Source: an optimization exercise on an open RTL-to-GDS flow (aim: small area). Production flows keep margins and buffers that such runs may drop. Only simulation tests tie the RTL to the original design; equivalence was not proved. No activity file was given, so power comes from the tool's default toggle rates.

==> run a <==
Design ocx_dlx_rxdf, start of the top module:
module ocx_dlx_rxdf (
  ln0_rx_valid                    
 ,ln0_rx_data                     
 ,ln0_rx_header                   
 ,ln0_rx_slip                     
 ,ln1_rx_valid                    
 ,ln1_rx_data                     
 ,ln1_rx_header                   
 ,ln1_rx_slip                     
 ,ln2_rx_valid                    
 ,ln2_rx_data                     
 ,ln2_rx_header                   
 ,ln2_rx_slip                     
 ,ln3_rx_valid                    
 ,ln3_rx_data                     
 ,ln3_rx_header                   
 ,ln3_rx_slip                     
 ,ln4_rx_valid                    
 ,ln4_rx_data                     
 ,ln4_rx_header                   
 ,ln4_rx_slip                     
 ,ln5_rx_valid                    
 ,ln5_rx_data                     
 ,ln5_rx_header                   
 ,ln5_rx_slip                     
 ,ln6_rx_valid                    
 ,ln6_rx_data                     
 ,ln6_rx_header                   
 ,ln6_rx_slip                     
 ,ln7_rx_valid                    
 ,ln7_rx_data                     
 ,ln7_rx_header                   
 ,ln7_rx_slip                     
 ,dlx_tlx_flit_valid              
 ,dlx_tlx_flit                    
 ,dlx_tlx_flit_crc_err            
 ,dlx_tlx_link_up                 
 ,dlx_config_info                 
 ,tx_rx_reset                     
 ,train_ts2                       
 ,train_ts67                      
 ,rx_tx_retrain                   
 ,rx_tx_crc_error                 
 ,rx_tx_nack                      
 ,rx_tx_tx_ack_rtn                
 ,rx_tx_rx_ack_inc                
 ,rx_tx_tx_ack_ptr_vld            
 ,rx_tx_tx_ack_ptr                
 ,ln0_rx_tx_last_byte_ts3         
 ,ln1_rx_tx_last_byte_ts3         
 ,ln2_rx_tx_last_byte_ts3         
 ,ln3_rx_tx_last_byte_ts3         
 ,cfg_transmit_order             
 ,rx_tx_tx_lane_swap              
 ,rx_tx_deskew_done               
 ,tx_rx_training                  
 ,tx_rx_phy_training              
 ,tx_rx_disabled_rx_lanes            
 ,rx_tx_pattern_a                 
 ,rx_tx_pattern_b                 
 ,rx_tx_lane_inverted             
 ,rx_tx_sync                      
 ,rx_tx_TS1                       
 ,rx_tx_TS2                       
  ...
Settings: LEC_CHECK=0, CAP_MARGIN=20, CORE_MARGIN=2, CORE_UTILIZATION=40, SLEW_MARGIN=20; clock period 10.0 ns.
standard.sh (not shown) runs the stock make flow with config.mk's settings and CLKGATE_MAP_FILE= SYNTH_SCRIPT=/design/flow/synth_recipe.tcl, a recipe that flattens the netlist after the stock synthesis.
==> flow/flow/run.sh <==
#!/bin/bash
# Own layout flow: the standard ORFS flow (standard.sh) with
#  - synthesis through flow/synth_area.tcl (synth_recipe.tcl with the standard ABC script, its
#    last mapping area-oriented and without its final buffering/resizing),
#  - port buffers made with the smallest buffer cell,
#  - a clock tree without dummy loads, built from clkbuf_4 with small sink clusters,
#  - larger slew/capacitance margins for the repair after global routing (flow/grt_margins.tcl).
# ORFS writes each step's full log under orfs/logs/; make's own output goes to flow_make.log.
set -euo pipefail
here=$(pwd)
bash standard.sh \
  "SYNTH_SCRIPT=$here/flow/synth_area.tcl" \
  "BUFFER_PORTS_ARGS=-buffer_cell sky130_fd_sc_hd__buf_1" \
  "CTS_ARGS=-sink_clustering_enable -repair_clock_nets -dont_use_dummy_load -buf_list sky130_fd_sc_hd__clkbuf_4 -sink_clustering_size 8 -sink_clustering_max_diameter 40" \
  "PRE_GLOBAL_ROUTE_TCL=$here/flow/grt_margins.tcl" \
  finish > flow_make.log 2>&1
==> flow/flow/abc_area.script <==
&get -n
&st
&dch
&nf
&st
&syn2
&if -g -K 6
&synch2
&nf
&st
&syn2
&if -g -K 6
&synch2
&nf
&st
&syn2
&if -g -K 6
&synch2
&nf
&st
&syn2
&if -g -K 6
&synch2
&nf
&st
&syn2
&if -g -K 6
&synch2
&nf -R 1000
&put
==> flow/flow/grt_margins.tcl <==
# Hook run before global routing (PRE_GLOBAL_ROUTE_TCL): the repair after global routing fixes
# slew and capacitance with larger margins, since its wire estimates can still grow in detailed
# routing.
set ::env(SLEW_MARGIN) 25
set ::env(CAP_MARGIN) 25
==> flow/flow/synth_area.tcl <==
# The standard synthesis (synth_recipe.tcl), with ABC's mapping script replaced by
# flow/abc_area.script: the standard speed script (abc_speed.script) with its last mapping made
# area-oriented (&nf -R 1000) and without its last steps, which insert buffers and resize gates for
# ABC's own delay model (the layout buffers and resizes later).
set ::own_abc_script [file normalize [file join [file dirname [info script]] abc_area.script]]
proc abc {args} {
  set i [lsearch -exact $args -script]
  if {$i >= 0} { set args [lreplace $args [expr {$i + 1}] [expr {$i + 1}] $::own_abc_script] }
  yosys abc {*}$args
}
source [file normalize [file join [file dirname [info script]] .. synth_recipe.tcl]]
==> run b (differences from run a) <==
--- a/flow/flow/grt_margins.tcl
+++ b/flow/flow/grt_margins.tcl
@@ -3,3 +3,3 @@
 # routing.
-set ::env(SLEW_MARGIN) 25
-set ::env(CAP_MARGIN) 25
+set ::env(SLEW_MARGIN) 30
+set ::env(CAP_MARGIN) 30
==> run summary <==
Area growth from synthesis to layout: run b 13.0%; run a 12.8%
Net count of the finished layout: run b 28.1k; run a 28.1k
Layout Skew: run b 0.265 ns; run a 0.263 ns
Sequential cell area in the final layout: run b 0.118 mm^2; run a 0.118 mm^2
Stage delay of the slowest cell on the critical path: run b 1.12 ns; run a 0.86 ns
Logic depth of the worst path, buffers included: run b 15; run a 16
Proportion of layout cells with a drive suffix above 1: run b 8.55%; run a 8.41%
Critical path fanouts, max: run b 22; run a 54
Switching part of the total: run b 31.4%; run a 31.4%
Antenna violations before repair: run b 236; run a 233
Non-clock buffer share: run b 4.60%; run a 4.58%
Clk cell area share: run b 2.09%; run a 2.09%
Proportion of cell area occupied by multi-input gates: run b 47.3%; run a 47.3%
Antenna diode instance count: run b 182; run a 199
Power consumption: run b 40.4 mW; run a 40.4 mW
Clock group share of total power: run b 25.4%; run a 25.3%
Vias per cell: run b 6.23; run a 6.23
Setup slack of the critical path after layout: run b 2.55 ns; run a 2.58 ns
Routed metal-1 wire length: run b 601000 um; run a 602000 um
Detail-routed net length per standard cell: run b 42.2 um; run a 42.2 um
Met3 routed WL: run b 193000 um; run a 193000 um
Tmin final: run b 7.45 ns; run a 7.42 ns
Maximum vdd drop: run b 0.145 mV; run a 0.143 mV
Result of the run: run b timing/DRC/antenna clean; run a timing/DRC/antenna clean

-- what the ideal ports hide --
Ports are ideal in the flow. The routed layouts listed here were re-timed in OpenROAD. Step 1, drivers: a clkbuf_16 drives opt_gckn and a buf_2 each remaining input, both assumed. Step 2 adds t to the input delays and takes it off the output delays; t is the mean of the earliest and latest rising clock arrival at the registers after step 1. Input paths then give back, and output paths get back, about the clock's delay inside the block. Slacks: ideal / step 1 / step 2; pairs: ideal / step 1.
| run | shift t [ns] | setup WS [ns] | hold WS [ns] | worst setup path at the end |
|---|---|---|---|---|
| run a | 2.054 | 2.576 / 2.576 / 2.576 | 0.113 / -0.013 / 0.201 | register to register |
| run b | 2.064 | 2.549 / 2.549 / 2.549 | 0.114 / -0.014 / 0.190 | register to register |
After both steps every run listed still meets setup and hold.
